What follows belongs to an exercise in optimizing a design on an open flow for small area, a short achievable clock period and few clock cycles; a production flow would make more cautious choices.
Only simulation tests tie the RTL to the original design; equivalence was not proved.
Power and IR drop assume default switching activity.

==> design/flow/design.v <==
module booth_mul64(clk, reset_n, multiplier, multiplicand, op_start, op_clear, op_done, result);
  input clk, reset_n;
  input op_start, op_clear;
  input [63:0] multiplier, multiplicand;
  output op_done;
  output [127:0] result;
  reg st_idle, st_busy, st_cpa, st_done;
  reg [2:0] cnt;
  reg [63:0] M;         
  reg [63:0] PL;        
  reg [64:0] S, C;      
  reg [7:0] SL, CL;     
  reg cin;
  reg [3:0] bone, btwo, bneg;   
  assign op_done = st_done;
  assign result = {S[63:0], PL};
  wire [65:0] xe  = {M[63], M[63], M};
  wire [65:0] x2e = {M[63], M, 1'b0};
  wire [64:0] sel0 = ({65{bone[0]}} & xe[64:0]) | ({65{btwo[0]}} & x2e[64:0]);
  wire [65:0] pp0;
  assign pp0[64:0] = sel0 ^ {65{bneg[0]}};
  assign pp0[65] = ~pp0[64];
  wire [64:0] sel1 = ({65{bone[1]}} & xe[64:0]) | ({65{btwo[1]}} & x2e[64:0]);
  wire [65:0] pp1;
  assign pp1[64:0] = sel1 ^ {65{bneg[1]}};
  assign pp1[65] = ~pp1[64];
  wire [64:0] sel2 = ({65{bone[2]}} & xe[64:0]) | ({65{btwo[2]}} & x2e[64:0]);
  wire [65:0] pp2;
  assign pp2[64:0] = sel2 ^ {65{bneg[2]}};
  assign pp2[65] = ~pp2[64];
  wire [64:0] sel3 = ({65{bone[3]}} & xe[64:0]) | ({65{btwo[3]}} & x2e[64:0]);
  wire [65:0] pp3;
  assign pp3[64:0] = sel3 ^ {65{bneg[3]}};
  assign pp3[65] = ~pp3[64];
  wire fs0, fc0, fs1, fc1, fs2, fc2, fs3, fc3, fs4, fc4, fs5, fc5, fs6, fc6, fs7, fc7, fs8, fc8, fs9, fc9, fs10, fc10, fs11, fc11, fs12, fc12, fs13, fc13, fs14, fc14, fs15, fc15, fs16, fc16, fs17, fc17, fs18, fc18, fs19, fc19, fs20, fc20, fs21, fc21, fs22, fc22, fs23, fc23, fs24, fc24, fs25, fc25, fs26, fc26, fs27, fc27, fs28, fc28, fs29, fc29, fs30, fc30, fs31, fc31, fs32, fc32, fs33, fc33, fs34, fc34, fs35, fc35, fs36, fc36, fs37, fc37, fs38, fc38, fs39, fc39, fs40, fc40, fs41, fc41, fs42, fc42, fs43, fc43, fs44, fc44, fs45, fc45, fs46, fc46, fs47, fc47, fs48, fc48, fs49, fc49, fs50, fc50, fs51, fc51, fs52, fc52, fs53, fc53, fs54, fc54, fs55, fc55, fs56, fc56, fs57, fc57, fs58, fc58, fs59, fc59, fs60, fc60, fs61, fc61, fs62, fc62, fs63, fc63, fs64, fc64, fs65, fc65, fs66, fc66, fs67, fc67, fs68, fc68, fs69, fc69, fs70, fc70, fs71, fc71, fs72, fc72, fs73, fc73, fs74, fc74, fs75, fc75, fs76, fc76, fs77, fc77, fs78, fc78, fs79, fc79, fs80, fc80, fs81, fc81, fs82, fc82, fs83, fc83, fs84, fc84, fs85, fc85, fs86, fc86, fs87, fc87, fs88, fc88, fs89, fc89, fs90, fc90, fs91, fc91, fs92, fc92, fs93, fc93, fs94, fc94, fs95, fc95, fs96, fc96, fs97, fc97, fs98, fc98, fs99, fc99, fs100, fc100, fs101, fc101, fs102, fc102, fs103, fc103, fs104, fc104, fs105, fc105, fs106, fc106, fs107, fc107, fs108, fc108, fs109, fc109, fs110, fc110, fs111, fc111, fs112, fc112, fs113, fc113, fs114, fc114, fs115, fc115, fs116, fc116, fs117, fc117, fs118, fc118, fs119, fc119, fs120, fc120, fs121, fc121, fs122, fc122, fs123, fc123, fs124, fc124, fs125, fc125, fs126, fc126, fs127, fc127, fs128, fc128, fs129, fc129, fs130, fc130, fs131, fc131, fs132, fc132, fs133, fc133, fs134, fc134, fs135, fc135, fs136, fc136, fs137, fc137, fs138, fc138, fs139, fc139, fs140, fc140, fs141, fc141, fs142, fc142, fs143, fc143, fs144, fc144, fs145, fc145, fs146, fc146, fs147, fc147, fs148, fc148, fs149, fc149, fs150, fc150, fs151, fc151, fs152, fc152, fs153, fc153, fs154, fc154, fs155, fc155, fs156, fc156, fs157, fc157, fs158, fc158, fs159, fc159, fs160, fc160, fs161, fc161, fs162, fc162, fs163, fc163, fs164, fc164, fs165, fc165, fs166, fc166, fs167, fc167, fs168, fc168, fs169, fc169, fs170, fc170, fs171, fc171, fs172, fc172, fs173, fc173, fs174, fc174, fs175, fc175, fs176, fc176, fs177, fc177, fs178, fc178, fs179, fc179, fs180, fc180, fs181, fc181, fs182, fc182, fs183, fc183, fs184, fc184, fs185, fc185, fs186, fc186, fs187, fc187, fs188, fc188, fs189, fc189, fs190, fc190, fs191, fc191, fs192, fc192, fs193, fc193, fs194, fc194, fs195, fc195, fs196, fc196, fs197, fc197, fs198, fc198, fs199, fc199, fs200, fc200, fs201, fc201, fs202, fc202, fs203, fc203, fs204, fc204, fs205, fc205, fs206, fc206, fs207, fc207, fs208, fc208, fs209, fc209, fs210, fc210, fs211, fc211, fs212, fc212, fs213, fc213, fs214, fc214, fs215, fc215, fs216, fc216, fs217, fc217, fs218, fc218, fs219, fc219, fs220, fc220, fs221, fc221, fs222, fc222, fs223, fc223, fs224, fc224, fs225, fc225, fs226, fc226, fs227, fc227, fs228, fc228, fs229, fc229, fs230, fc230, fs231, fc231, fs232, fc232, fs233, fc233, fs234, fc234, fs235, fc235, fs236, fc236, fs237, fc237, fs238, fc238, fs239, fc239, fs240, fc240, fs241, fc241, fs242, fc242, fs243, fc243, fs244, fc244, fs245, fc245, fs246, fc246, fs247, fc247, fs248, fc248, fs249, fc249, fs250, fc250, fs251, fc251, fs252, fc252, fs253, fc253, fs254, fc254, fs255, fc255, fs256, fc256;
  assign fs0 = S[0] ^ C[0] ^ bneg[0];
  assign fc0 = (S[0] & C[0]) | (S[0] & bneg[0]) | (C[0] & bneg[0]);
  assign fs1 = S[1] ^ C[1] ^ pp0[1];
  assign fc1 = (S[1] & C[1]) | (S[1] & pp0[1]) | (C[1] & pp0[1]);
  assign fs2 = S[2] ^ C[2] ^ bneg[1];
  assign fc2 = (S[2] & C[2]) | (S[2] & bneg[1]) | (C[2] & bneg[1]);
  assign fs3 = pp0[2] ^ pp1[0] ^ fs2;
  assign fc3 = (pp0[2] & pp1[0]) | (pp0[2] & fs2) | (pp1[0] & fs2);
  assign fs4 = S[3] ^ C[3] ^ pp0[3];
  assign fc4 = (S[3] & C[3]) | (S[3] & pp0[3]) | (C[3] & pp0[3]);
  assign fs5 = pp1[1] ^ fc2 ^ fs4;
  assign fc5 = (pp1[1] & fc2) | (pp1[1] & fs4) | (fc2 & fs4);
  assign fs6 = S[4] ^ C[4] ^ bneg[2];
  assign fc6 = (S[4] & C[4]) | (S[4] & bneg[2]) | (C[4] & bneg[2]);
  assign fs7 = pp0[4] ^ pp1[2] ^ pp2[0];
  assign fc7 = (pp0[4] & pp1[2]) | (pp0[4] & pp2[0]) | (pp1[2] & pp2[0]);
  assign fs8 = fs6 ^ fc4 ^ fs7;
  assign fc8 = (fs6 & fc4) | (fs6 & fs7) | (fc4 & fs7);
  assign fs9 = S[5] ^ C[5] ^ pp0[5];
  assign fc9 = (S[5] & C[5]) | (S[5] & pp0[5]) | (C[5] & pp0[5]);
  assign fs10 = pp1[3] ^ pp2[1] ^ fc6;
  assign fc10 = (pp1[3] & pp2[1]) | (pp1[3] & fc6) | (pp2[1] & fc6);
  assign fs11 = fc7 ^ fs9 ^ fs10;
  assign fc11 = (fc7 & fs9) | (fc7 & fs10) | (fs9 & fs10);
  assign fs12 = S[6] ^ C[6] ^ bneg[3];
  assign fc12 = (S[6] & C[6]) | (S[6] & bneg[3]) | (C[6] & bneg[3]);
  assign fs13 = pp0[6] ^ pp1[4] ^ pp2[2];
  assign fc13 = (pp0[6] & pp1[4]) | (pp0[6] & pp2[2]) | (pp1[4] & pp2[2]);
  assign fs14 = pp3[0] ^ fs12 ^ fc9;
  assign fc14 = (pp3[0] & fs12) | (pp3[0] & fc9) | (fs12 & fc9);
  assign fs15 = fc10 ^ fs13 ^ fs14;
  assign fc15 = (fc10 & fs13) | (fc10 & fs14) | (fs13 & fs14);
  assign fs16 = S[7] ^ C[7] ^ pp0[7];
  assign fc16 = (S[7] & C[7]) | (S[7] & pp0[7]) | (C[7] & pp0[7]);
  assign fs17 = pp1[5] ^ pp2[3] ^ pp3[1];
  assign fc17 = (pp1[5] & pp2[3]) | (pp1[5] & pp3[1]) | (pp2[3] & pp3[1]);
  assign fs18 = fc12 ^ fc13 ^ fs16;
  assign fc18 = (fc12 & fc13) | (fc12 & fs16) | (fc13 & fs16);
  assign fs19 = fs17 ^ fc14 ^ fs18;
  assign fc19 = (fs17 & fc14) | (fs17 & fs18) | (fc14 & fs18);
  assign fs20 = S[8] ^ C[8] ^ pp0[8];
  assign fc20 = (S[8] & C[8]) | (S[8] & pp0[8]) | (C[8] & pp0[8]);
  assign fs21 = pp1[6] ^ pp2[4] ^ pp3[2];
  assign fc21 = (pp1[6] & pp2[4]) | (pp1[6] & pp3[2]) | (pp2[4] & pp3[2]);
  assign fs22 = fc16 ^ fc17 ^ fs20;
  assign fc22 = (fc16 & fc17) | (fc16 & fs20) | (fc17 & fs20);
  assign fs23 = fs21 ^ fc18 ^ fs22;
  assign fc23 = (fs21 & fc18) | (fs21 & fs22) | (fc18 & fs22);
  assign fs24 = S[9] ^ C[9] ^ pp0[9];
  assign fc24 = (S[9] & C[9]) | (S[9] & pp0[9]) | (C[9] & pp0[9]);
  assign fs25 = pp1[7] ^ pp2[5] ^ pp3[3];
  assign fc25 = (pp1[7] & pp2[5]) | (pp1[7] & pp3[3]) | (pp2[5] & pp3[3]);
  assign fs26 = fc20 ^ fc21 ^ fs24;
  assign fc26 = (fc20 & fc21) | (fc20 & fs24) | (fc21 & fs24);
  assign fs27 = fs25 ^ fc22 ^ fs26;
  assign fc27 = (fs25 & fc22) | (fs25 & fs26) | (fc22 & fs26);
  assign fs28 = S[10] ^ C[10] ^ pp0[10];
  assign fc28 = (S[10] & C[10]) | (S[10] & pp0[10]) | (C[10] & pp0[10]);
  assign fs29 = pp1[8] ^ pp2[6] ^ pp3[4];
  assign fc29 = (pp1[8] & pp2[6]) | (pp1[8] & pp3[4]) | (pp2[6] & pp3[4]);
  assign fs30 = fc24 ^ fc25 ^ fs28;
  assign fc30 = (fc24 & fc25) | (fc24 & fs28) | (fc25 & fs28);
  assign fs31 = fs29 ^ fc26 ^ fs30;
  assign fc31 = (fs29 & fc26) | (fs29 & fs30) | (fc26 & fs30);
  assign fs32 = S[11] ^ C[11] ^ pp0[11];
  assign fc32 = (S[11] & C[11]) | (S[11] & pp0[11]) | (C[11] & pp0[11]);
  assign fs33 = pp1[9] ^ pp2[7] ^ pp3[5];
  assign fc33 = (pp1[9] & pp2[7]) | (pp1[9] & pp3[5]) | (pp2[7] & pp3[5]);
  assign fs34 = fc28 ^ fc29 ^ fs32;
  assign fc34 = (fc28 & fc29) | (fc28 & fs32) | (fc29 & fs32);
  assign fs35 = fs33 ^ fc30 ^ fs34;
  assign fc35 = (fs33 & fc30) | (fs33 & fs34) | (fc30 & fs34);
  assign fs36 = S[12] ^ C[12] ^ pp0[12];
  assign fc36 = (S[12] & C[12]) | (S[12] & pp0[12]) | (C[12] & pp0[12]);
  assign fs37 = pp1[10] ^ pp2[8] ^ pp3[6];
  assign fc37 = (pp1[10] & pp2[8]) | (pp1[10] & pp3[6]) | (pp2[8] & pp3[6]);
  assign fs38 = fc32 ^ fc33 ^ fs36;
  assign fc38 = (fc32 & fc33) | (fc32 & fs36) | (fc33 & fs36);
  assign fs39 = fs37 ^ fc34 ^ fs38;
  assign fc39 = (fs37 & fc34) | (fs37 & fs38) | (fc34 & fs38);
  assign fs40 = S[13] ^ C[13] ^ pp0[13];
  assign fc40 = (S[13] & C[13]) | (S[13] & pp0[13]) | (C[13] & pp0[13]);
  assign fs41 = pp1[11] ^ pp2[9] ^ pp3[7];
  assign fc41 = (pp1[11] & pp2[9]) | (pp1[11] & pp3[7]) | (pp2[9] & pp3[7]);
  assign fs42 = fc36 ^ fc37 ^ fs40;
  assign fc42 = (fc36 & fc37) | (fc36 & fs40) | (fc37 & fs40);
  assign fs43 = fs41 ^ fc38 ^ fs42;
  assign fc43 = (fs41 & fc38) | (fs41 & fs42) | (fc38 & fs42);
  assign fs44 = S[14] ^ C[14] ^ pp0[14];
  assign fc44 = (S[14] & C[14]) | (S[14] & pp0[14]) | (C[14] & pp0[14]);
  assign fs45 = pp1[12] ^ pp2[10] ^ pp3[8];
  assign fc45 = (pp1[12] & pp2[10]) | (pp1[12] & pp3[8]) | (pp2[10] & pp3[8]);
  assign fs46 = fc40 ^ fc41 ^ fs44;
  assign fc46 = (fc40 & fc41) | (fc40 & fs44) | (fc41 & fs44);
  assign fs47 = fs45 ^ fc42 ^ fs46;
  assign fc47 = (fs45 & fc42) | (fs45 & fs46) | (fc42 & fs46);
  assign fs48 = S[15] ^ C[15] ^ pp0[15];
  assign fc48 = (S[15] & C[15]) | (S[15] & pp0[15]) | (C[15] & pp0[15]);
  assign fs49 = pp1[13] ^ pp2[11] ^ pp3[9];
  assign fc49 = (pp1[13] & pp2[11]) | (pp1[13] & pp3[9]) | (pp2[11] & pp3[9]);
  assign fs50 = fc44 ^ fc45 ^ fs48;
  assign fc50 = (fc44 & fc45) | (fc44 & fs48) | (fc45 & fs48);
  assign fs51 = fs49 ^ fc46 ^ fs50;
  assign fc51 = (fs49 & fc46) | (fs49 & fs50) | (fc46 & fs50);
  assign fs52 = S[16] ^ C[16] ^ pp0[16];
  assign fc52 = (S[16] & C[16]) | (S[16] & pp0[16]) | (C[16] & pp0[16]);
  assign fs53 = pp1[14] ^ pp2[12] ^ pp3[10];
  assign fc53 = (pp1[14] & pp2[12]) | (pp1[14] & pp3[10]) | (pp2[12] & pp3[10]);
  assign fs54 = fc48 ^ fc49 ^ fs52;
  assign fc54 = (fc48 & fc49) | (fc48 & fs52) | (fc49 & fs52);
  assign fs55 = fs53 ^ fc50 ^ fs54;
  assign fc55 = (fs53 & fc50) | (fs53 & fs54) | (fc50 & fs54);
  assign fs56 = S[17] ^ C[17] ^ pp0[17];
  assign fc56 = (S[17] & C[17]) | (S[17] & pp0[17]) | (C[17] & pp0[17]);
  assign fs57 = pp1[15] ^ pp2[13] ^ pp3[11];
  assign fc57 = (pp1[15] & pp2[13]) | (pp1[15] & pp3[11]) | (pp2[13] & pp3[11]);
  assign fs58 = fc52 ^ fc53 ^ fs56;
  assign fc58 = (fc52 & fc53) | (fc52 & fs56) | (fc53 & fs56);
  assign fs59 = fs57 ^ fc54 ^ fs58;
  assign fc59 = (fs57 & fc54) | (fs57 & fs58) | (fc54 & fs58);
  assign fs60 = S[18] ^ C[18] ^ pp0[18];
  assign fc60 = (S[18] & C[18]) | (S[18] & pp0[18]) | (C[18] & pp0[18]);
  assign fs61 = pp1[16] ^ pp2[14] ^ pp3[12];
  assign fc61 = (pp1[16] & pp2[14]) | (pp1[16] & pp3[12]) | (pp2[14] & pp3[12]);
  assign fs62 = fc56 ^ fc57 ^ fs60;
  assign fc62 = (fc56 & fc57) | (fc56 & fs60) | (fc57 & fs60);
  assign fs63 = fs61 ^ fc58 ^ fs62;
  assign fc63 = (fs61 & fc58) | (fs61 & fs62) | (fc58 & fs62);
  assign fs64 = S[19] ^ C[19] ^ pp0[19];
  assign fc64 = (S[19] & C[19]) | (S[19] & pp0[19]) | (C[19] & pp0[19]);
  assign fs65 = pp1[17] ^ pp2[15] ^ pp3[13];
  assign fc65 = (pp1[17] & pp2[15]) | (pp1[17] & pp3[13]) | (pp2[15] & pp3[13]);
  assign fs66 = fc60 ^ fc61 ^ fs64;
  assign fc66 = (fc60 & fc61) | (fc60 & fs64) | (fc61 & fs64);
  assign fs67 = fs65 ^ fc62 ^ fs66;
  assign fc67 = (fs65 & fc62) | (fs65 & fs66) | (fc62 & fs66);
  assign fs68 = S[20] ^ C[20] ^ pp0[20];
  assign fc68 = (S[20] & C[20]) | (S[20] & pp0[20]) | (C[20] & pp0[20]);
  assign fs69 = pp1[18] ^ pp2[16] ^ pp3[14];
  assign fc69 = (pp1[18] & pp2[16]) | (pp1[18] & pp3[14]) | (pp2[16] & pp3[14]);
  assign fs70 = fc64 ^ fc65 ^ fs68;
  assign fc70 = (fc64 & fc65) | (fc64 & fs68) | (fc65 & fs68);
  assign fs71 = fs69 ^ fc66 ^ fs70;
  assign fc71 = (fs69 & fc66) | (fs69 & fs70) | (fc66 & fs70);
  assign fs72 = S[21] ^ C[21] ^ pp0[21];
  assign fc72 = (S[21] & C[21]) | (S[21] & pp0[21]) | (C[21] & pp0[21]);
  assign fs73 = pp1[19] ^ pp2[17] ^ pp3[15];
  assign fc73 = (pp1[19] & pp2[17]) | (pp1[19] & pp3[15]) | (pp2[17] & pp3[15]);
  assign fs74 = fc68 ^ fc69 ^ fs72;
  assign fc74 = (fc68 & fc69) | (fc68 & fs72) | (fc69 & fs72);
  assign fs75 = fs73 ^ fc70 ^ fs74;
  assign fc75 = (fs73 & fc70) | (fs73 & fs74) | (fc70 & fs74);
  assign fs76 = S[22] ^ C[22] ^ pp0[22];
  assign fc76 = (S[22] & C[22]) | (S[22] & pp0[22]) | (C[22] & pp0[22]);
  assign fs77 = pp1[20] ^ pp2[18] ^ pp3[16];
  assign fc77 = (pp1[20] & pp2[18]) | (pp1[20] & pp3[16]) | (pp2[18] & pp3[16]);
  assign fs78 = fc72 ^ fc73 ^ fs76;
  assign fc78 = (fc72 & fc73) | (fc72 & fs76) | (fc73 & fs76);
  assign fs79 = fs77 ^ fc74 ^ fs78;
  assign fc79 = (fs77 & fc74) | (fs77 & fs78) | (fc74 & fs78);
  assign fs80 = S[23] ^ C[23] ^ pp0[23];
  assign fc80 = (S[23] & C[23]) | (S[23] & pp0[23]) | (C[23] & pp0[23]);
  assign fs81 = pp1[21] ^ pp2[19] ^ pp3[17];
  assign fc81 = (pp1[21] & pp2[19]) | (pp1[21] & pp3[17]) | (pp2[19] & pp3[17]);
  assign fs82 = fc76 ^ fc77 ^ fs80;
  assign fc82 = (fc76 & fc77) | (fc76 & fs80) | (fc77 & fs80);
  assign fs83 = fs81 ^ fc78 ^ fs82;
  assign fc83 = (fs81 & fc78) | (fs81 & fs82) | (fc78 & fs82);
  assign fs84 = S[24] ^ C[24] ^ pp0[24];
  assign fc84 = (S[24] & C[24]) | (S[24] & pp0[24]) | (C[24] & pp0[24]);
  assign fs85 = pp1[22] ^ pp2[20] ^ pp3[18];
  assign fc85 = (pp1[22] & pp2[20]) | (pp1[22] & pp3[18]) | (pp2[20] & pp3[18]);
  assign fs86 = fc80 ^ fc81 ^ fs84;
  assign fc86 = (fc80 & fc81) | (fc80 & fs84) | (fc81 & fs84);
  assign fs87 = fs85 ^ fc82 ^ fs86;
  assign fc87 = (fs85 & fc82) | (fs85 & fs86) | (fc82 & fs86);
  assign fs88 = S[25] ^ C[25] ^ pp0[25];
  assign fc88 = (S[25] & C[25]) | (S[25] & pp0[25]) | (C[25] & pp0[25]);
  assign fs89 = pp1[23] ^ pp2[21] ^ pp3[19];
  assign fc89 = (pp1[23] & pp2[21]) | (pp1[23] & pp3[19]) | (pp2[21] & pp3[19]);
  assign fs90 = fc84 ^ fc85 ^ fs88;
  assign fc90 = (fc84 & fc85) | (fc84 & fs88) | (fc85 & fs88);
  assign fs91 = fs89 ^ fc86 ^ fs90;
  assign fc91 = (fs89 & fc86) | (fs89 & fs90) | (fc86 & fs90);
  assign fs92 = S[26] ^ C[26] ^ pp0[26];
  assign fc92 = (S[26] & C[26]) | (S[26] & pp0[26]) | (C[26] & pp0[26]);
  assign fs93 = pp1[24] ^ pp2[22] ^ pp3[20];
  assign fc93 = (pp1[24] & pp2[22]) | (pp1[24] & pp3[20]) | (pp2[22] & pp3[20]);
  assign fs94 = fc88 ^ fc89 ^ fs92;
  assign fc94 = (fc88 & fc89) | (fc88 & fs92) | (fc89 & fs92);
  assign fs95 = fs93 ^ fc90 ^ fs94;
  assign fc95 = (fs93 & fc90) | (fs93 & fs94) | (fc90 & fs94);
  assign fs96 = S[27] ^ C[27] ^ pp0[27];
  assign fc96 = (S[27] & C[27]) | (S[27] & pp0[27]) | (C[27] & pp0[27]);
  assign fs97 = pp1[25] ^ pp2[23] ^ pp3[21];
  assign fc97 = (pp1[25] & pp2[23]) | (pp1[25] & pp3[21]) | (pp2[23] & pp3[21]);
  assign fs98 = fc92 ^ fc93 ^ fs96;
  assign fc98 = (fc92 & fc93) | (fc92 & fs96) | (fc93 & fs96);
  assign fs99 = fs97 ^ fc94 ^ fs98;
  assign fc99 = (fs97 & fc94) | (fs97 & fs98) | (fc94 & fs98);
  assign fs100 = S[28] ^ C[28] ^ pp0[28];
  assign fc100 = (S[28] & C[28]) | (S[28] & pp0[28]) | (C[28] & pp0[28]);
  assign fs101 = pp1[26] ^ pp2[24] ^ pp3[22];
  assign fc101 = (pp1[26] & pp2[24]) | (pp1[26] & pp3[22]) | (pp2[24] & pp3[22]);
  assign fs102 = fc96 ^ fc97 ^ fs100;
  assign fc102 = (fc96 & fc97) | (fc96 & fs100) | (fc97 & fs100);
  assign fs103 = fs101 ^ fc98 ^ fs102;
  assign fc103 = (fs101 & fc98) | (fs101 & fs102) | (fc98 & fs102);
  assign fs104 = S[29] ^ C[29] ^ pp0[29];
  assign fc104 = (S[29] & C[29]) | (S[29] & pp0[29]) | (C[29] & pp0[29]);
  assign fs105 = pp1[27] ^ pp2[25] ^ pp3[23];
  assign fc105 = (pp1[27] & pp2[25]) | (pp1[27] & pp3[23]) | (pp2[25] & pp3[23]);
  assign fs106 = fc100 ^ fc101 ^ fs104;
  assign fc106 = (fc100 & fc101) | (fc100 & fs104) | (fc101 & fs104);
  assign fs107 = fs105 ^ fc102 ^ fs106;
  assign fc107 = (fs105 & fc102) | (fs105 & fs106) | (fc102 & fs106);
  assign fs108 = S[30] ^ C[30] ^ pp0[30];
  assign fc108 = (S[30] & C[30]) | (S[30] & pp0[30]) | (C[30] & pp0[30]);
  assign fs109 = pp1[28] ^ pp2[26] ^ pp3[24];
  assign fc109 = (pp1[28] & pp2[26]) | (pp1[28] & pp3[24]) | (pp2[26] & pp3[24]);
  assign fs110 = fc104 ^ fc105 ^ fs108;
  assign fc110 = (fc104 & fc105) | (fc104 & fs108) | (fc105 & fs108);
  assign fs111 = fs109 ^ fc106 ^ fs110;
  assign fc111 = (fs109 & fc106) | (fs109 & fs110) | (fc106 & fs110);
  assign fs112 = S[31] ^ C[31] ^ pp0[31];
  assign fc112 = (S[31] & C[31]) | (S[31] & pp0[31]) | (C[31] & pp0[31]);
  assign fs113 = pp1[29] ^ pp2[27] ^ pp3[25];
  assign fc113 = (pp1[29] & pp2[27]) | (pp1[29] & pp3[25]) | (pp2[27] & pp3[25]);
  assign fs114 = fc108 ^ fc109 ^ fs112;
  assign fc114 = (fc108 & fc109) | (fc108 & fs112) | (fc109 & fs112);
  assign fs115 = fs113 ^ fc110 ^ fs114;
  assign fc115 = (fs113 & fc110) | (fs113 & fs114) | (fc110 & fs114);
  assign fs116 = S[32] ^ C[32] ^ pp0[32];
  assign fc116 = (S[32] & C[32]) | (S[32] & pp0[32]) | (C[32] & pp0[32]);
  assign fs117 = pp1[30] ^ pp2[28] ^ pp3[26];
  assign fc117 = (pp1[30] & pp2[28]) | (pp1[30] & pp3[26]) | (pp2[28] & pp3[26]);
  assign fs118 = fc112 ^ fc113 ^ fs116;
  assign fc118 = (fc112 & fc113) | (fc112 & fs116) | (fc113 & fs116);
  assign fs119 = fs117 ^ fc114 ^ fs118;
  assign fc119 = (fs117 & fc114) | (fs117 & fs118) | (fc114 & fs118);
  assign fs120 = S[33] ^ C[33] ^ pp0[33];
  assign fc120 = (S[33] & C[33]) | (S[33] & pp0[33]) | (C[33] & pp0[33]);
  assign fs121 = pp1[31] ^ pp2[29] ^ pp3[27];
  assign fc121 = (pp1[31] & pp2[29]) | (pp1[31] & pp3[27]) | (pp2[29] & pp3[27]);
  assign fs122 = fc116 ^ fc117 ^ fs120;
  assign fc122 = (fc116 & fc117) | (fc116 & fs120) | (fc117 & fs120);
  assign fs123 = fs121 ^ fc118 ^ fs122;
  assign fc123 = (fs121 & fc118) | (fs121 & fs122) | (fc118 & fs122);
  assign fs124 = S[34] ^ C[34] ^ pp0[34];
  assign fc124 = (S[34] & C[34]) | (S[34] & pp0[34]) | (C[34] & pp0[34]);
  assign fs125 = pp1[32] ^ pp2[30] ^ pp3[28];
  assign fc125 = (pp1[32] & pp2[30]) | (pp1[32] & pp3[28]) | (pp2[30] & pp3[28]);
  assign fs126 = fc120 ^ fc121 ^ fs124;
  assign fc126 = (fc120 & fc121) | (fc120 & fs124) | (fc121 & fs124);
  assign fs127 = fs125 ^ fc122 ^ fs126;
  assign fc127 = (fs125 & fc122) | (fs125 & fs126) | (fc122 & fs126);
  assign fs128 = S[35] ^ C[35] ^ pp0[35];
  assign fc128 = (S[35] & C[35]) | (S[35] & pp0[35]) | (C[35] & pp0[35]);
  assign fs129 = pp1[33] ^ pp2[31] ^ pp3[29];
  assign fc129 = (pp1[33] & pp2[31]) | (pp1[33] & pp3[29]) | (pp2[31] & pp3[29]);
  assign fs130 = fc124 ^ fc125 ^ fs128;
  assign fc130 = (fc124 & fc125) | (fc124 & fs128) | (fc125 & fs128);
  assign fs131 = fs129 ^ fc126 ^ fs130;
  assign fc131 = (fs129 & fc126) | (fs129 & fs130) | (fc126 & fs130);
  assign fs132 = S[36] ^ C[36] ^ pp0[36];
  assign fc132 = (S[36] & C[36]) | (S[36] & pp0[36]) | (C[36] & pp0[36]);
  assign fs133 = pp1[34] ^ pp2[32] ^ pp3[30];
  assign fc133 = (pp1[34] & pp2[32]) | (pp1[34] & pp3[30]) | (pp2[32] & pp3[30]);
  assign fs134 = fc128 ^ fc129 ^ fs132;
  assign fc134 = (fc128 & fc129) | (fc128 & fs132) | (fc129 & fs132);
  assign fs135 = fs133 ^ fc130 ^ fs134;
  assign fc135 = (fs133 & fc130) | (fs133 & fs134) | (fc130 & fs134);
  assign fs136 = S[37] ^ C[37] ^ pp0[37];
  assign fc136 = (S[37] & C[37]) | (S[37] & pp0[37]) | (C[37] & pp0[37]);
  assign fs137 = pp1[35] ^ pp2[33] ^ pp3[31];
  assign fc137 = (pp1[35] & pp2[33]) | (pp1[35] & pp3[31]) | (pp2[33] & pp3[31]);
  assign fs138 = fc132 ^ fc133 ^ fs136;
  assign fc138 = (fc132 & fc133) | (fc132 & fs136) | (fc133 & fs136);
  assign fs139 = fs137 ^ fc134 ^ fs138;
  assign fc139 = (fs137 & fc134) | (fs137 & fs138) | (fc134 & fs138);
  assign fs140 = S[38] ^ C[38] ^ pp0[38];
  assign fc140 = (S[38] & C[38]) | (S[38] & pp0[38]) | (C[38] & pp0[38]);
  assign fs141 = pp1[36] ^ pp2[34] ^ pp3[32];
  assign fc141 = (pp1[36] & pp2[34]) | (pp1[36] & pp3[32]) | (pp2[34] & pp3[32]);
  assign fs142 = fc136 ^ fc137 ^ fs140;
  assign fc142 = (fc136 & fc137) | (fc136 & fs140) | (fc137 & fs140);
  assign fs143 = fs141 ^ fc138 ^ fs142;
  assign fc143 = (fs141 & fc138) | (fs141 & fs142) | (fc138 & fs142);
  assign fs144 = S[39] ^ C[39] ^ pp0[39];
  assign fc144 = (S[39] & C[39]) | (S[39] & pp0[39]) | (C[39] & pp0[39]);
  assign fs145 = pp1[37] ^ pp2[35] ^ pp3[33];
  assign fc145 = (pp1[37] & pp2[35]) | (pp1[37] & pp3[33]) | (pp2[35] & pp3[33]);
  assign fs146 = fc140 ^ fc141 ^ fs144;
  assign fc146 = (fc140 & fc141) | (fc140 & fs144) | (fc141 & fs144);
  assign fs147 = fs145 ^ fc142 ^ fs146;
  assign fc147 = (fs145 & fc142) | (fs145 & fs146) | (fc142 & fs146);
  assign fs148 = S[40] ^ C[40] ^ pp0[40];
  assign fc148 = (S[40] & C[40]) | (S[40] & pp0[40]) | (C[40] & pp0[40]);
  assign fs149 = pp1[38] ^ pp2[36] ^ pp3[34];
  assign fc149 = (pp1[38] & pp2[36]) | (pp1[38] & pp3[34]) | (pp2[36] & pp3[34]);
  assign fs150 = fc144 ^ fc145 ^ fs148;
  assign fc150 = (fc144 & fc145) | (fc144 & fs148) | (fc145 & fs148);
  assign fs151 = fs149 ^ fc146 ^ fs150;
  assign fc151 = (fs149 & fc146) | (fs149 & fs150) | (fc146 & fs150);
  assign fs152 = S[41] ^ C[41] ^ pp0[41];
  assign fc152 = (S[41] & C[41]) | (S[41] & pp0[41]) | (C[41] & pp0[41]);
  assign fs153 = pp1[39] ^ pp2[37] ^ pp3[35];
  assign fc153 = (pp1[39] & pp2[37]) | (pp1[39] & pp3[35]) | (pp2[37] & pp3[35]);
  assign fs154 = fc148 ^ fc149 ^ fs152;
  assign fc154 = (fc148 & fc149) | (fc148 & fs152) | (fc149 & fs152);
  assign fs155 = fs153 ^ fc150 ^ fs154;
  assign fc155 = (fs153 & fc150) | (fs153 & fs154) | (fc150 & fs154);
  assign fs156 = S[42] ^ C[42] ^ pp0[42];
  assign fc156 = (S[42] & C[42]) | (S[42] & pp0[42]) | (C[42] & pp0[42]);
  assign fs157 = pp1[40] ^ pp2[38] ^ pp3[36];
  assign fc157 = (pp1[40] & pp2[38]) | (pp1[40] & pp3[36]) | (pp2[38] & pp3[36]);
  assign fs158 = fc152 ^ fc153 ^ fs156;
  assign fc158 = (fc152 & fc153) | (fc152 & fs156) | (fc153 & fs156);
  assign fs159 = fs157 ^ fc154 ^ fs158;
  assign fc159 = (fs157 & fc154) | (fs157 & fs158) | (fc154 & fs158);
  assign fs160 = S[43] ^ C[43] ^ pp0[43];
  assign fc160 = (S[43] & C[43]) | (S[43] & pp0[43]) | (C[43] & pp0[43]);
  assign fs161 = pp1[41] ^ pp2[39] ^ pp3[37];
  assign fc161 = (pp1[41] & pp2[39]) | (pp1[41] & pp3[37]) | (pp2[39] & pp3[37]);
  assign fs162 = fc156 ^ fc157 ^ fs160;
  assign fc162 = (fc156 & fc157) | (fc156 & fs160) | (fc157 & fs160);
  assign fs163 = fs161 ^ fc158 ^ fs162;
  assign fc163 = (fs161 & fc158) | (fs161 & fs162) | (fc158 & fs162);
  assign fs164 = S[44] ^ C[44] ^ pp0[44];
  assign fc164 = (S[44] & C[44]) | (S[44] & pp0[44]) | (C[44] & pp0[44]);
  assign fs165 = pp1[42] ^ pp2[40] ^ pp3[38];
  assign fc165 = (pp1[42] & pp2[40]) | (pp1[42] & pp3[38]) | (pp2[40] & pp3[38]);
  assign fs166 = fc160 ^ fc161 ^ fs164;
  assign fc166 = (fc160 & fc161) | (fc160 & fs164) | (fc161 & fs164);
  assign fs167 = fs165 ^ fc162 ^ fs166;
  assign fc167 = (fs165 & fc162) | (fs165 & fs166) | (fc162 & fs166);
  assign fs168 = S[45] ^ C[45] ^ pp0[45];
  assign fc168 = (S[45] & C[45]) | (S[45] & pp0[45]) | (C[45] & pp0[45]);
  assign fs169 = pp1[43] ^ pp2[41] ^ pp3[39];
  assign fc169 = (pp1[43] & pp2[41]) | (pp1[43] & pp3[39]) | (pp2[41] & pp3[39]);
  assign fs170 = fc164 ^ fc165 ^ fs168;
  assign fc170 = (fc164 & fc165) | (fc164 & fs168) | (fc165 & fs168);
  assign fs171 = fs169 ^ fc166 ^ fs170;
  assign fc171 = (fs169 & fc166) | (fs169 & fs170) | (fc166 & fs170);
  assign fs172 = S[46] ^ C[46] ^ pp0[46];
  assign fc172 = (S[46] & C[46]) | (S[46] & pp0[46]) | (C[46] & pp0[46]);
  assign fs173 = pp1[44] ^ pp2[42] ^ pp3[40];
  assign fc173 = (pp1[44] & pp2[42]) | (pp1[44] & pp3[40]) | (pp2[42] & pp3[40]);
  assign fs174 = fc168 ^ fc169 ^ fs172;
  assign fc174 = (fc168 & fc169) | (fc168 & fs172) | (fc169 & fs172);
  assign fs175 = fs173 ^ fc170 ^ fs174;
  assign fc175 = (fs173 & fc170) | (fs173 & fs174) | (fc170 & fs174);
  assign fs176 = S[47] ^ C[47] ^ pp0[47];
  assign fc176 = (S[47] & C[47]) | (S[47] & pp0[47]) | (C[47] & pp0[47]);
  assign fs177 = pp1[45] ^ pp2[43] ^ pp3[41];
  assign fc177 = (pp1[45] & pp2[43]) | (pp1[45] & pp3[41]) | (pp2[43] & pp3[41]);
  assign fs178 = fc172 ^ fc173 ^ fs176;
  assign fc178 = (fc172 & fc173) | (fc172 & fs176) | (fc173 & fs176);
  assign fs179 = fs177 ^ fc174 ^ fs178;
  assign fc179 = (fs177 & fc174) | (fs177 & fs178) | (fc174 & fs178);
  assign fs180 = S[48] ^ C[48] ^ pp0[48];
  assign fc180 = (S[48] & C[48]) | (S[48] & pp0[48]) | (C[48] & pp0[48]);
  assign fs181 = pp1[46] ^ pp2[44] ^ pp3[42];
  assign fc181 = (pp1[46] & pp2[44]) | (pp1[46] & pp3[42]) | (pp2[44] & pp3[42]);
  assign fs182 = fc176 ^ fc177 ^ fs180;
  assign fc182 = (fc176 & fc177) | (fc176 & fs180) | (fc177 & fs180);
  assign fs183 = fs181 ^ fc178 ^ fs182;
  assign fc183 = (fs181 & fc178) | (fs181 & fs182) | (fc178 & fs182);
  assign fs184 = S[49] ^ C[49] ^ pp0[49];
  assign fc184 = (S[49] & C[49]) | (S[49] & pp0[49]) | (C[49] & pp0[49]);
  assign fs185 = pp1[47] ^ pp2[45] ^ pp3[43];
  assign fc185 = (pp1[47] & pp2[45]) | (pp1[47] & pp3[43]) | (pp2[45] & pp3[43]);
  assign fs186 = fc180 ^ fc181 ^ fs184;
  assign fc186 = (fc180 & fc181) | (fc180 & fs184) | (fc181 & fs184);
  assign fs187 = fs185 ^ fc182 ^ fs186;
  assign fc187 = (fs185 & fc182) | (fs185 & fs186) | (fc182 & fs186);
  assign fs188 = S[50] ^ C[50] ^ pp0[50];
  assign fc188 = (S[50] & C[50]) | (S[50] & pp0[50]) | (C[50] & pp0[50]);
  assign fs189 = pp1[48] ^ pp2[46] ^ pp3[44];
  assign fc189 = (pp1[48] & pp2[46]) | (pp1[48] & pp3[44]) | (pp2[46] & pp3[44]);
  assign fs190 = fc184 ^ fc185 ^ fs188;
  assign fc190 = (fc184 & fc185) | (fc184 & fs188) | (fc185 & fs188);
  assign fs191 = fs189 ^ fc186 ^ fs190;
  assign fc191 = (fs189 & fc186) | (fs189 & fs190) | (fc186 & fs190);
  assign fs192 = S[51] ^ C[51] ^ pp0[51];
  assign fc192 = (S[51] & C[51]) | (S[51] & pp0[51]) | (C[51] & pp0[51]);
  assign fs193 = pp1[49] ^ pp2[47] ^ pp3[45];
  assign fc193 = (pp1[49] & pp2[47]) | (pp1[49] & pp3[45]) | (pp2[47] & pp3[45]);
  assign fs194 = fc188 ^ fc189 ^ fs192;
  assign fc194 = (fc188 & fc189) | (fc188 & fs192) | (fc189 & fs192);
  assign fs195 = fs193 ^ fc190 ^ fs194;
  assign fc195 = (fs193 & fc190) | (fs193 & fs194) | (fc190 & fs194);
  assign fs196 = S[52] ^ C[52] ^ pp0[52];
  assign fc196 = (S[52] & C[52]) | (S[52] & pp0[52]) | (C[52] & pp0[52]);
  assign fs197 = pp1[50] ^ pp2[48] ^ pp3[46];
  assign fc197 = (pp1[50] & pp2[48]) | (pp1[50] & pp3[46]) | (pp2[48] & pp3[46]);
  assign fs198 = fc192 ^ fc193 ^ fs196;
  assign fc198 = (fc192 & fc193) | (fc192 & fs196) | (fc193 & fs196);
  assign fs199 = fs197 ^ fc194 ^ fs198;
  assign fc199 = (fs197 & fc194) | (fs197 & fs198) | (fc194 & fs198);
  assign fs200 = S[53] ^ C[53] ^ pp0[53];
  assign fc200 = (S[53] & C[53]) | (S[53] & pp0[53]) | (C[53] & pp0[53]);
  assign fs201 = pp1[51] ^ pp2[49] ^ pp3[47];
  assign fc201 = (pp1[51] & pp2[49]) | (pp1[51] & pp3[47]) | (pp2[49] & pp3[47]);
  assign fs202 = fc196 ^ fc197 ^ fs200;
  assign fc202 = (fc196 & fc197) | (fc196 & fs200) | (fc197 & fs200);
  assign fs203 = fs201 ^ fc198 ^ fs202;
  assign fc203 = (fs201 & fc198) | (fs201 & fs202) | (fc198 & fs202);
  assign fs204 = S[54] ^ C[54] ^ pp0[54];
  assign fc204 = (S[54] & C[54]) | (S[54] & pp0[54]) | (C[54] & pp0[54]);
  assign fs205 = pp1[52] ^ pp2[50] ^ pp3[48];
  assign fc205 = (pp1[52] & pp2[50]) | (pp1[52] & pp3[48]) | (pp2[50] & pp3[48]);
  assign fs206 = fc200 ^ fc201 ^ fs204;
  assign fc206 = (fc200 & fc201) | (fc200 & fs204) | (fc201 & fs204);
  assign fs207 = fs205 ^ fc202 ^ fs206;
  assign fc207 = (fs205 & fc202) | (fs205 & fs206) | (fc202 & fs206);
  assign fs208 = S[55] ^ C[55] ^ pp0[55];
  assign fc208 = (S[55] & C[55]) | (S[55] & pp0[55]) | (C[55] & pp0[55]);
  assign fs209 = pp1[53] ^ pp2[51] ^ pp3[49];
  assign fc209 = (pp1[53] & pp2[51]) | (pp1[53] & pp3[49]) | (pp2[51] & pp3[49]);
  assign fs210 = fc204 ^ fc205 ^ fs208;
  assign fc210 = (fc204 & fc205) | (fc204 & fs208) | (fc205 & fs208);
  assign fs211 = fs209 ^ fc206 ^ fs210;
  assign fc211 = (fs209 & fc206) | (fs209 & fs210) | (fc206 & fs210);
  assign fs212 = S[56] ^ C[56] ^ pp0[56];
  assign fc212 = (S[56] & C[56]) | (S[56] & pp0[56]) | (C[56] & pp0[56]);
  assign fs213 = pp1[54] ^ pp2[52] ^ pp3[50];
  assign fc213 = (pp1[54] & pp2[52]) | (pp1[54] & pp3[50]) | (pp2[52] & pp3[50]);
  assign fs214 = fc208 ^ fc209 ^ fs212;
  assign fc214 = (fc208 & fc209) | (fc208 & fs212) | (fc209 & fs212);
  assign fs215 = fs213 ^ fc210 ^ fs214;
  assign fc215 = (fs213 & fc210) | (fs213 & fs214) | (fc210 & fs214);
  assign fs216 = S[57] ^ C[57] ^ pp0[57];
  assign fc216 = (S[57] & C[57]) | (S[57] & pp0[57]) | (C[57] & pp0[57]);
  assign fs217 = pp1[55] ^ pp2[53] ^ pp3[51];
  assign fc217 = (pp1[55] & pp2[53]) | (pp1[55] & pp3[51]) | (pp2[53] & pp3[51]);
  assign fs218 = fc212 ^ fc213 ^ fs216;
  assign fc218 = (fc212 & fc213) | (fc212 & fs216) | (fc213 & fs216);
  assign fs219 = fs217 ^ fc214 ^ fs218;
  assign fc219 = (fs217 & fc214) | (fs217 & fs218) | (fc214 & fs218);
  assign fs220 = S[58] ^ C[58] ^ pp0[58];
  assign fc220 = (S[58] & C[58]) | (S[58] & pp0[58]) | (C[58] & pp0[58]);
  assign fs221 = pp1[56] ^ pp2[54] ^ pp3[52];
  assign fc221 = (pp1[56] & pp2[54]) | (pp1[56] & pp3[52]) | (pp2[54] & pp3[52]);
  assign fs222 = fc216 ^ fc217 ^ fs220;
  assign fc222 = (fc216 & fc217) | (fc216 & fs220) | (fc217 & fs220);
  assign fs223 = fs221 ^ fc218 ^ fs222;
  assign fc223 = (fs221 & fc218) | (fs221 & fs222) | (fc218 & fs222);
  assign fs224 = S[59] ^ C[59] ^ pp0[59];
  assign fc224 = (S[59] & C[59]) | (S[59] & pp0[59]) | (C[59] & pp0[59]);
  assign fs225 = pp1[57] ^ pp2[55] ^ pp3[53];
  assign fc225 = (pp1[57] & pp2[55]) | (pp1[57] & pp3[53]) | (pp2[55] & pp3[53]);
  assign fs226 = fc220 ^ fc221 ^ fs224;
  assign fc226 = (fc220 & fc221) | (fc220 & fs224) | (fc221 & fs224);
  assign fs227 = fs225 ^ fc222 ^ fs226;
  assign fc227 = (fs225 & fc222) | (fs225 & fs226) | (fc222 & fs226);
  assign fs228 = S[60] ^ C[60] ^ pp0[60];
  assign fc228 = (S[60] & C[60]) | (S[60] & pp0[60]) | (C[60] & pp0[60]);
  assign fs229 = pp1[58] ^ pp2[56] ^ pp3[54];
  assign fc229 = (pp1[58] & pp2[56]) | (pp1[58] & pp3[54]) | (pp2[56] & pp3[54]);
  assign fs230 = fc224 ^ fc225 ^ fs228;
  assign fc230 = (fc224 & fc225) | (fc224 & fs228) | (fc225 & fs228);
  assign fs231 = fs229 ^ fc226 ^ fs230;
  assign fc231 = (fs229 & fc226) | (fs229 & fs230) | (fc226 & fs230);
  assign fs232 = S[61] ^ C[61] ^ pp0[61];
  assign fc232 = (S[61] & C[61]) | (S[61] & pp0[61]) | (C[61] & pp0[61]);
  assign fs233 = pp1[59] ^ pp2[57] ^ pp3[55];
  assign fc233 = (pp1[59] & pp2[57]) | (pp1[59] & pp3[55]) | (pp2[57] & pp3[55]);
  assign fs234 = fc228 ^ fc229 ^ fs232;
  assign fc234 = (fc228 & fc229) | (fc228 & fs232) | (fc229 & fs232);
  assign fs235 = fs233 ^ fc230 ^ fs234;
  assign fc235 = (fs233 & fc230) | (fs233 & fs234) | (fc230 & fs234);
  assign fs236 = S[62] ^ C[62] ^ pp0[62];
  assign fc236 = (S[62] & C[62]) | (S[62] & pp0[62]) | (C[62] & pp0[62]);
  assign fs237 = pp1[60] ^ pp2[58] ^ pp3[56];
  assign fc237 = (pp1[60] & pp2[58]) | (pp1[60] & pp3[56]) | (pp2[58] & pp3[56]);
  assign fs238 = fc232 ^ fc233 ^ fs236;
  assign fc238 = (fc232 & fc233) | (fc232 & fs236) | (fc233 & fs236);
  assign fs239 = fs237 ^ fc234 ^ fs238;
  assign fc239 = (fs237 & fc234) | (fs237 & fs238) | (fc234 & fs238);
  assign fs240 = S[63] ^ C[63] ^ pp0[63];
  assign fc240 = (S[63] & C[63]) | (S[63] & pp0[63]) | (C[63] & pp0[63]);
  assign fs241 = pp1[61] ^ pp2[59] ^ pp3[57];
  assign fc241 = (pp1[61] & pp2[59]) | (pp1[61] & pp3[57]) | (pp2[59] & pp3[57]);
  assign fs242 = fc236 ^ fc237 ^ fs240;
  assign fc242 = (fc236 & fc237) | (fc236 & fs240) | (fc237 & fs240);
  assign fs243 = fs241 ^ fc238 ^ fs242;
  assign fc243 = (fs241 & fc238) | (fs241 & fs242) | (fc238 & fs242);
  assign fs244 = S[64] ^ C[64] ^ pp0[64];
  assign fc244 = (S[64] & C[64]) | (S[64] & pp0[64]) | (C[64] & pp0[64]);
  assign fs245 = pp1[62] ^ pp2[60] ^ pp3[58];
  assign fc245 = (pp1[62] & pp2[60]) | (pp1[62] & pp3[58]) | (pp2[60] & pp3[58]);
  assign fs246 = fc240 ^ fc241 ^ fs244;
  assign fc246 = (fc240 & fc241) | (fc240 & fs244) | (fc241 & fs244);
  assign fs247 = fs245 ^ fc242 ^ fs246;
  assign fc247 = (fs245 & fc242) | (fs245 & fs246) | (fc242 & fs246);
  assign fs248 = pp0[65] ^ pp1[63] ^ pp2[61];
  assign fc248 = (pp0[65] & pp1[63]) | (pp0[65] & pp2[61]) | (pp1[63] & pp2[61]);
  assign fs249 = pp3[59] ^ fc244 ^ fc245;
  assign fc249 = (pp3[59] & fc244) | (pp3[59] & fc245) | (fc244 & fc245);
  assign fs250 = fs248 ^ fc246 ^ fs249;
  assign fc250 = (fs248 & fc246) | (fs248 & fs249) | (fc246 & fs249);
  assign fs251 = pp1[64] ^ pp2[62] ^ pp3[60];
  assign fc251 = (pp1[64] & pp2[62]) | (pp1[64] & pp3[60]) | (pp2[62] & pp3[60]);
  assign fs252 = fc248 ^ fs251 ^ fc249;
  assign fc252 = (fc248 & fs251) | (fc248 & fc249) | (fs251 & fc249);
  assign fs253 = pp1[65] ^ pp2[63] ^ pp3[61];
  assign fc253 = (pp1[65] & pp2[63]) | (pp1[65] & pp3[61]) | (pp2[63] & pp3[61]);
  assign fs254 = fc251 ^ fs253 ^ fc252;
  assign fc254 = (fc251 & fs253) | (fc251 & fc252) | (fs253 & fc252);
  assign fs255 = pp2[64] ^ pp3[62] ^ fc253;
  assign fc255 = (pp2[64] & pp3[62]) | (pp2[64] & fc253) | (pp3[62] & fc253);
  assign fs256 = pp2[65] ^ pp3[63] ^ fc255;
  assign fc256 = (pp2[65] & pp3[63]) | (pp2[65] & fc255) | (pp3[63] & fc255);
  wire [72:0] TS = {1'b0, pp3[65], pp3[64], fs256, fc254, fs254, fc250, fc247, fc243, fc239, fc235, fc231, fc227, fc223, fc219, fc215, fc211, fc207, fc203, fc199, fc195, fc191, fc187, fc183, fc179, fc175, fc171, fc167, fc163, fc159, fc155, fc151, fc147, fc143, fc139, fc135, fc131, fc127, fc123, fc119, fc115, fc111, fc107, fc103, fc99, fc95, fc91, fc87, fc83, fc79, fc75, fc71, fc67, fc63, fc59, fc55, fc51, fc47, fc43, fc39, fc35, fc31, fc27, fc23, fc19, fc15, fc11, fc8, fc5, fc3, fc1, fc0, pp0[0]};
  wire [72:0] TC = {1'b0, 1'b0, fc256, 1'b0, fs255, 1'b0, fs252, fs250, fs247, fs243, fs239, fs235, fs231, fs227, fs223, fs219, fs215, fs211, fs207, fs203, fs199, fs195, fs191, fs187, fs183, fs179, fs175, fs171, fs167, fs163, fs159, fs155, fs151, fs147, fs143, fs139, fs135, fs131, fs127, fs123, fs119, fs115, fs111, fs107, fs103, fs99, fs95, fs91, fs87, fs83, fs79, fs75, fs71, fs67, fs63, fs59, fs55, fs51, fs47, fs43, fs39, fs35, fs31, fs27, fs23, fs19, fs15, fs11, fs8, fs5, fs3, fs1, fs0};
  wire [8:0] lsum = {1'b0, SL} + {1'b0, CL} + {8'd0, cin};
  localparam [63:0] KHI = 64'h5555555555555556;
  wire [63:0] k_s = S[63:0] ^ C[63:0] ^ KHI;
  wire [63:0] k_c = (S[63:0] & C[63:0]) | (S[63:0] & KHI) | (C[63:0] & KHI);
  wire [63:0] hi = k_s + {k_c[62:0], lsum[8]};
  wire [8:0] win = st_idle ? {multiplier[7:0], 1'b0} : PL[15:7];
  wire [3:0] n_one, n_two, n_neg;
  genvar g;
  generate for (g = 0; g < 4; g = g + 1) begin : enc
    wire b0 = win[2*g], b1 = win[2*g+1], b2 = win[2*g+2];
    assign n_one[g] = b1 ^ b0;
    assign n_two[g] = (b2 & ~b1 & ~b0) | (~b2 & b1 & b0);
    assign n_neg[g] = b2 & ~(b1 & b0);
  end endgenerate
  always @(posedge clk or negedge reset_n)
    if (!reset_n) begin
      st_idle <= 1'b1; st_busy <= 1'b0; st_cpa <= 1'b0; st_done <= 1'b0;
      cnt <= 3'd0;
    end else begin
      st_idle <= op_clear | (st_idle & ~op_start);
      st_busy <= ~op_clear & ((st_idle & op_start) | (st_busy & (cnt != 3'd7)));
      st_cpa  <= ~op_clear & st_busy & (cnt == 3'd7);
      st_done <= ~op_clear & (st_cpa | st_done);
      cnt <= st_busy ? cnt + 3'd1 : 3'd0;
    end
  always @(posedge clk) begin
    M <= multiplicand;
    bone <= n_one; btwo <= n_two; bneg <= n_neg;
    if (st_idle) PL <= multiplier;
    else if (st_busy | st_cpa) PL <= {lsum[7:0], PL[63:8]};
    if (st_idle) begin
      S <= 65'd0; C <= 65'd0; SL <= 8'd0; CL <= 8'd0; cin <= 1'b0;
    end else if (st_busy) begin
      S <= TS[72:8]; C <= TC[72:8];
      SL <= TS[7:0]; CL <= TC[7:0]; cin <= lsum[8];
    end else if (st_cpa) begin
      S[63:0] <= hi;
    end
  end
endmodule
==> design/flow/run.sh <==
#!/bin/bash
# synth_recipe.tcl (not shown) runs the flow's synth.tcl, then flattens the netlist and writes it again
# the make line also repeats each setting of config.mk as NAME=value (left out here)
make -C /OpenROAD-flow-scripts/flow DESIGN_CONFIG=/design/flow/config.mk WORK_HOME=/design/flow/orfs CLKGATE_MAP_FILE= SYNTH_SCRIPT=/design/flow/synth_recipe.tcl finish
==> design/flow/config.mk <==
export PLATFORM = sky130hd
export DESIGN_NAME = booth_mul64
export DESIGN_NICKNAME = booth_mul64
export VERILOG_FILES = /design/flow/design.v
export SDC_FILE = /design/flow/constraint.sdc
export NUM_CORES = 4
export LEC_CHECK = 0
export CAP_MARGIN = 20
export CORE_MARGIN = 2
export CORE_UTILIZATION = 40
export SLEW_MARGIN = 20
==> design/flow/constraint.sdc <==
create_clock -name core_clock -period 7.0 [get_ports {clk}]
set_input_delay 1.4000 -clock core_clock [delete_from_list [all_inputs] [get_ports {clk}]]
set_output_delay 1.4000 -clock core_clock [all_outputs]
set_load 0.01 [all_outputs]
==> results.yml, run 1 <==
drt:
  via_per_inst: 5.62
  drtIter0Drc: 2025
  finalWirelength_um: 78600
  drc: 0
  wire_per_inst_um: 21.9
  antenna_left: 0
  dr.pass1.iters: 6
  num_vias: 20100
setup_path:
  required_ns: 7.48
  crit_type: "reg2reg"
  arrival_ns: 5.59
  startpoint_type: "register"
  regToRegStartpoint: "SL[0]"
  cp-startpoint: "SL[0]"
  crit_fanout: 4
  critical_path.endpoint_type: "register"
worst_hold_path:
  hold_path_class: "reg2reg"
  min_from: "cnt[0]"
clock_network:
  clkTransAtPathRegs_ns: 0.06
  holdBufCountCts: 0
  cts_buffers: 39
  cts_buffer_depth: 3
  cts_tree: "done"
  post_cts_resized: 0
  clock_latency_ns: 0.60
  cts_setup_buffers: 0
  cts_num_sinks: 289
  cts_max_level: 2
  root_buffer: "clkbuf_16"
grt:
  grt_pass1_wl_um: 123000
  grt_pass1_vias: 20600
  track_usage_pct: 23.6
  grt_max_degree: 81
  globalRouteOverflowTotal: 0
  grt_antenna_before_repair: 1
  use_met2_pct: 38.3
  use_met1_pct: 33.3
  grt-busiest-layer: "met2"
  use_met3_pct: 3.23
finish:
  final_cells: 3583
  diodes: 0
  syn_to_final_growth_pct: 16.6
  nets: 3234
  layout-drive-gt1-share_pct: 6.65
  fillers: 5947
synth:
  dominantRegCellSynth: "dfxtp_1"
  synthCells: 2621
  synth_edf_count: 64
  yosysTopAreaCellShare_pct: 20.0
  netlist-cell-type-count: 82
  synth_area_mm2: 0.0256
  syn_nets: 3147
  async_flop_share_pct: 2.42
  ys_warn_count: 1
  ys_top_cells_by_area: "fa_1, dfxtp_1, xnor2_1, edfxtp_1, a22oi_1"
  yosysSeqAreaShare_pct: 25.3
  yosys.area.top_type: "fa_1"
  syn_avg_cell_area_um2: 9.75
  synth-seq-cells: 289
die:
  die_y_um: 257
  die_width_um: 257
  die_area_mm2: 0.0659
  start_util_pct: 40.5
  io_pins: 261
  row_count: 92
  core_area_mm2: 0.0631
pwr:
  p_leak_nw: 11.7
  p_per_area_mw_per_mm2: 409
  p_total_mw: 12.2
  irDropWorstVdd_mv: 0.174
placed_design:
  place_congestion: 0.901
  io_buffers: 260
  dpl.cell_count: 3513
  hpwl_um: 60000
  dp_slack_ns: 1.94
sta:
  finalHoldViolCount: 0
  tightest_slew_ns: 1.03
  period_share_pct: 72.9
  period_minus_slack_ns: 5.11
  clock-skew-final_ns: 0.0427
  max_clock_freq_mhz: 196
  rsz0062_at_grt: "false"
  setup_ws_ns: 1.89
  setup_violations: 0
  relSlewSlack_pct: 31.3
  slew_viol_final: 0
  hold_ws_ns: 0.449
  finalSetupTns_ns: 0
run_status:
  status: "finished clean"
run:
  cap_viol_max_count: 0
[logic make-up (layout without fill, tap and decap cells)]
| kind of cell | Yosys count | count (layout) | share of synthesized area (%) |
|---|---|---|---|
| muxes | 151 | 151 | 6.17 |
| and+or+nand+nor | 407 | 407 | 7.13 |
| AOI/OAI and AO/OA | 625 | 625 | 17.0 |
| xor gates and xnor gates | 319 | 319 | 10.9 |
| buffers and inverters | 436 | 552 | 6.72 |
| DFF | 289 | 289 | 25.3 |
| adders and majority gates | 394 | 394 | 26.8 |
[worst max-delay path, stage by stage (launching register included)]
cell and delay (ns):
dfxtp_1 0.33, inv_1 0.06, fa_1 0.40, inv_1 0.10, fa_1 0.21, nand2_1 0.06
nand2_1 0.07, a21oi_1 0.09, o21bai_1 0.13, a21oi_1 0.10, o21bai_1 0.15, a21o_1 0.17
ha_1 0.20, inv_1 0.07, fa_1 0.46, nand2b_1 0.18, a21oi_1 0.31, o211ai_2 0.22
a211oi_2 0.40, or3_1 0.23, a21oi_2 0.08, o21ba_2 0.25, o31a_1 0.25, xnor2_1 0.14
a2111oi_2 0.33
[cells in the mapped netlist (all sizes together) (6+ instances only)]
| library cell | instances |
|---|---|
| xnor2 | 295 |
| fa | 255 |
| a22oi | 253 |
| dfxtp | 218 |
| inv | 203 |
| nor2 | 183 |
| clkbuf | 169 |
| a21oi | 141 |
| ha | 139 |
| nand2 | 108 |
| mux2i | 98 |
| edfxtp | 64 |
| o21ai | 64 |
| buf | 63 |
| mux2 | 53 |
| a21o | 32 |
| nor3 | 24 |
| xor2 | 24 |
| a221oi | 22 |
| nand4 | 20 |
| o21bai | 20 |
| nor2b | 18 |
| a211oi | 17 |
| o31ai | 13 |
| o21a | 12 |
| nand3 | 10 |
| nor4 | 8 |
| or3 | 8 |
| a31oi | 7 |
| nand2b | 7 |
| dfrtp | 6 |
| o211ai | 6 |
[stage by stage]
step | cell area (um2) | utilization (%)
after detailed placement | 28400 | 45.1
after floorplan | 25600 | -
final | 29800 | 47.2
after global placement | 28400 | 45.1
after CTS | 29800 | 47.2
after global routing | 29800 | 47.2
[flip-flops by register name, indices dropped and copies added (netlist names)]
register  flops
st_busy       1
st_idle       1
CL            8
S            64
bone          4
btwo          4
cin           1
st_done       1
st_cpa        1
C            61
bneg          4
SL            8
PL           64
cnt           3
M            64
[final timing paths]
path	end	slack, ns	cells after the start
max in group asynchronous	st_idle	5.66	1
min in group asynchronous	cnt[1]	1.06	1
hold / removal	cnt[0]	0.45	1
hold reg to reg	cnt[0]	0.45	1
setup reg to reg	S[38]	1.89	24
setup / recovery	S[38]	1.89	24
[placed cells by master (no fill, tap or decap), types with 16 or more instances in the layout]
cell,n
nor3_1,23
a221oi_1,22
dfxtp_1,206
a21oi_1,137
nor2b_1,18
inv_1,203
nand4_1,19
mux2_2,53
nand2_1,108
o21ai_0,59
clkdlybuf4s50_1,260
mux2i_1,98
nor2_1,183
xnor2_1,295
a211oi_1,16
buf_4,18
o21bai_1,19
xor2_1,24
ha_1,139
clkbuf_16,39
fa_1,255
a21o_1,31
edfxtp_1,64
a22oi_1,253
[power breakdown]
group | switching [mW] | leakage, nW | total, mW | internal (mW)
clock network | 0.856 | 0.656 | 2.10 | 1.25
logic | 4.10 | 8.53 | 7.48 | 3.39
registers | 0.584 | 2.54 | 2.60 | 2.01
total | 5.54 | 11.7 | 12.2 | 6.65
[metal layers]
layer / vias up / part of all wire (%)
met2: 764 / 47
met4: 0 / 2.0
met1: 10100 / 45
met5: - / 0
met3: 107 / 6.2
li1: 9179 / -
[final cells by class]
type                            instances  area [um2]  share of cell area (%)
Clock buffer                           52        1110                    3.74
Clock inverter                         18         238                   0.798
Inverter                              204         766                    2.57
Multi-Input combinational cell       1896       17400                    58.3
Sequential cell                       289        6500                    21.8
Tap cell                              846        1060                    3.55
Timing Repair Buffer                  278        2740                    9.19
Testbench counts, summed over its fixed seeds: cycles 6,144.
==> run 2, diff against run 1 <==
--- a/design/flow/config.mk
+++ b/design/flow/config.mk
@@ -6,6 +6,8 @@
 export NUM_CORES = 4
 export LEC_CHECK = 0
+export ABC_CLOCK_PERIOD_IN_PS = 2200
 export CAP_MARGIN = 20
 export CORE_MARGIN = 2
 export CORE_UTILIZATION = 40
+export SETUP_SLACK_MARGIN = 4.6
 export SLEW_MARGIN = 20
==> run 2 against run 1 <==
Compared with the run above: first-iteration DRC count down 3.8%; non-clock buffer count increased by 246; global-route usage up 5.5 points; final area rose by 18%; register-to-register slack improved by 0.62 ns; synthesized cell count unchanged; synthesized area unchanged; routed wire length is 24% higher; power rose by 12%; clock power is 7% higher; die area is the same; largest power group unchanged; combinational power grew about 20%.
==> results.yml, run 2 <==
run_status:
  status: "finished clean"
synth:
  synth-seq-cells: 289
  syn_nets: 3147
  synth_commonest_cells: "xnor2_1, fa_1, a22oi_1"
  synthSimpleGateAreaFrac_pct: 7.13
  synth.most_common_cell: "xnor2_1"
  netlist-cell-type-count: 82
  synth_top_family_by_area: "adder cells"
  synthXorXnorAreaFrac_pct: 10.9
  yosysSeqAreaShare_pct: 25.3
  synth_fa_ha_area_share_pct: 26.8
  synth_edf_count: 64
  async_flop_share_pct: 2.42
  ys_warn_count: 1
  synth.area.mux_share_pct: 6.17
  yosys.area.top_type: "fa_1"
  synth_area_mm2: 0.0256
  synth-compound-area-share_pct: 17.0
  yosysTopAreaCellShare_pct: 20.0
  synthCells: 2621
  dominantRegCellSynth: "dfxtp_1"
  syn_avg_cell_area_um2: 9.75
  ys_top_cells_by_area: "fa_1, dfxtp_1, xnor2_1, edfxtp_1, a22oi_1"
sta:
  slew_viol_final: 0
  max_clock_freq_mhz: 223
  period_minus_slack_ns: 4.48
  rsz0062_at_grt: "true"
  clock-skew-final_ns: 0.0278
  finalSetupTns_ns: 0
  relSlewSlack_pct: 29.1
  period_share_pct: 64.0
  finalHoldViolCount: 0
  tightest_slew_ns: 1.06
  setup_violations: 0
die:
  die_y_um: 257
  die_width_um: 257
  io_pins: 261
  start_util_pct: 40.5
  core_area_mm2: 0.0631
  die_area_mm2: 0.0659
  row_count: 92
pwr:
  p_leak_nw: 14.1
  irDropWorstVdd_mv: 0.198
  p_per_area_mw_per_mm2: 389
setup_path:
  r2r_cells: 25
  crit_fanout: 3
  required_ns: 7.47
  startpoint_type: "register"
  arrival_ns: 4.95
  slowest_delay_ns: 0.34
  slowest_stage: "fa_2"
  critical_path.endpoint_type: "register"
  crit_type: "reg2reg"
grt:
  grt_pass1_vias: 23200
  globalRouteOverflowTotal: 0
  track_usage_pct: 29.1
  grt_antenna_before_repair: 6
  grt_pass1_wl_um: 147000
  grt_max_degree: 76
clock_network:
  cts_max_level: 2
  cts_buffers: 40
  cts_buffer_depth: 3
  cts_num_sinks: 289
  clock_latency_ns: 0.59
  root_buffer: "clkbuf_16"
  cts_tree: "done"
  holdBufCountCts: 0
  clkTransAtPathRegs_ns: 0.06
run:
  cap_viol_max_count: 0
drt:
  antenna_left: 0
  num_vias: 22200
  via_per_inst: 5.78
  finalWirelength_um: 97200
  drtIter0Drc: 1948
  wire_per_inst_um: 25.3
  drc: 0
  dr.pass1.iters: 6
placed_design:
  hpwl_um: 61500
  io_buffers: 260
  placed_cell_area_mm2: 0.0292
  place_congestion: 0.916
finish:
  fillers: 5450
  final_common_cell: "xnor2_1"
  final_cell_mix: "xnor2_1, inv_1, nor2_1"
  nets: 3483
  layout-drive-gt1-share_pct: 35.5
  final_area_mm2: 0.0352
  syn_to_final_growth_pct: 37.5
  top_regs: "M: 64 flops, PL: 64 flops, S: 64 flops"
  regArea_mm2: 0.00677
  multi_input_area_mm2: 0.0196
worst_hold_path:
  hold_path_class: "reg2reg"
  hold_depth: 1
[run 2: cell count changes in the layout (fill, tap and decap cells not counted), sizes merged]
| cell | before | now |
|---|---|---|
| buf | 18 | 384 |
| bufbuf | 0 | 1 |
| bufinv | 3 | 5 |
| clkbuf | 52 | 60 |
| clkdlybuf4s50 | 260 | 131 |
| clkinv | 9 | 12 |
| diode | 0 | 2 |
| inv | 206 | 204 |
| or3 | 8 | 10 |
[run 2: report_power, final]
group	switching (mW)	internal, mW
Sequential	0.436	2.03
Clock	0.899	1.34
Combinational	4.84	4.14
Total	6.18	7.51
[run 2: final cells by class]
| cell class | count | area share, % |
|---|---|---|
| multi-input cells | 1898 | 55.6 |
| flip-flops and latches | 289 | 19.3 |
| repair buffers | 524 | 15.8 |
| clock buffers | 52 | 3.21 |
| well taps | 846 | 3.01 |
| inverters | 204 | 2.18 |
| clock inverters | 21 | 0.886 |
| diodes | 2 | 0.0142 |
[run 2: cells by family (layout without fill, tap and decap cells)]
| kind of cell | count (synthesis) | in the layout |
|---|---|---|
| other cells | 0 | 2 |
| simple gates | 407 | 409 |
| compound gates | 625 | 625 |
| buf+inv | 436 | 801 |
| xor+xnor | 319 | 319 |
| flops | 289 | 289 |
| mux | 151 | 151 |
| fa+ha+maj | 394 | 394 |
[run 2: final timing paths]
path                            slack [ns]     from      end
min in group asynchronous             1.10  reset_n  st_done
worst min-delay path                  0.43   cnt[0]   cnt[0]
worst max-delay path                  2.52    SL[0]    S[63]
worst min register to register        0.43   cnt[0]   cnt[0]
worst max register to register        2.52    SL[0]    S[63]
max in group asynchronous             5.60  reset_n  st_idle
[run 2: per-stage QoR]
step	utilization [%]	std cells	total power, mW	hold WS, ns	worst slack, ns
global route	55.7	3836	14.7	0.458	2.32
global placement	46.3	3515	10.0	0.420	2.40
detailed placement	46.3	3515	10.1	0.428	2.30
finish	55.7	3836	13.7	0.431	2.52
CTS	54.4	3796	13.4	0.435	2.55
floorplan	-	2621	7.92	0.409	2.87
[run 2: repair_timing]
| action | 4_1_cts | 5_1_grt |
|---|---|---|
| gates cloned | 16 | 1 |
| setup buffers | 192 | 37 |
| hold endpoints to repair | 0 | 0 |
| pin swaps | 195 | 121 |
| resized for setup | 1002 | 144 |
| setup endpoints to repair | 335 | 265 |
[run 2: critical path: cells and delay by family, from the launching register on]
kind	cells	cell delay, ns
DFF	1	0.32
buffers and inverters	5	0.49
and+or+nand+nor	5	0.45
adders and majority gates	3	0.72
AOI/OAI and AO/OA	12	2.36
[run 2: layer usage]
| metal | GRT usage, % | share of wire [%] | vias up |
|---|---|---|---|
| met5 | 0.219 | 0 | - |
| met4 | 13.2 | 4.8 | 0 |
| met3 | 3.95 | 7.1 | 254 |
| met2 | 48.3 | 48 | 1035 |
| met1 | 37.8 | 40 | 11200 |
| li1 | - | - | 9715 |

==> what the ideal ports hide <==
How much do the figures lean on ideal ports? The routed layouts below were timed once more, with nothing changed but the port constraints. Step 1, drivers: a clkbuf_16 drives clk and a buf_2 each remaining input, both assumed. Step 2 times the ports against the registers' clock, not the clock port: input delays grow and output delays shrink by t, the midpoint of the rising clock arrivals with the driver on. a / b / c = no drivers / after step 1 / after step 2; a / b = the first two.
| run | shift t [ns] | setup slack, ns | worst setup path after step 2 | clock arrival spread, ns | worst data-port slew with drivers (ns) |
|---|---|---|---|---|---|
| run 1 | 0.633 | 1.894 / 1.894 / 1.894 | register to register | 0.045 / 0.045 | 0.07 |
| run 2 | 0.623 | 2.518 / 2.518 / 2.518 | register to register | 0.031 / 0.031 | 0.10 |
After both steps setup and hold are still met in every run listed.
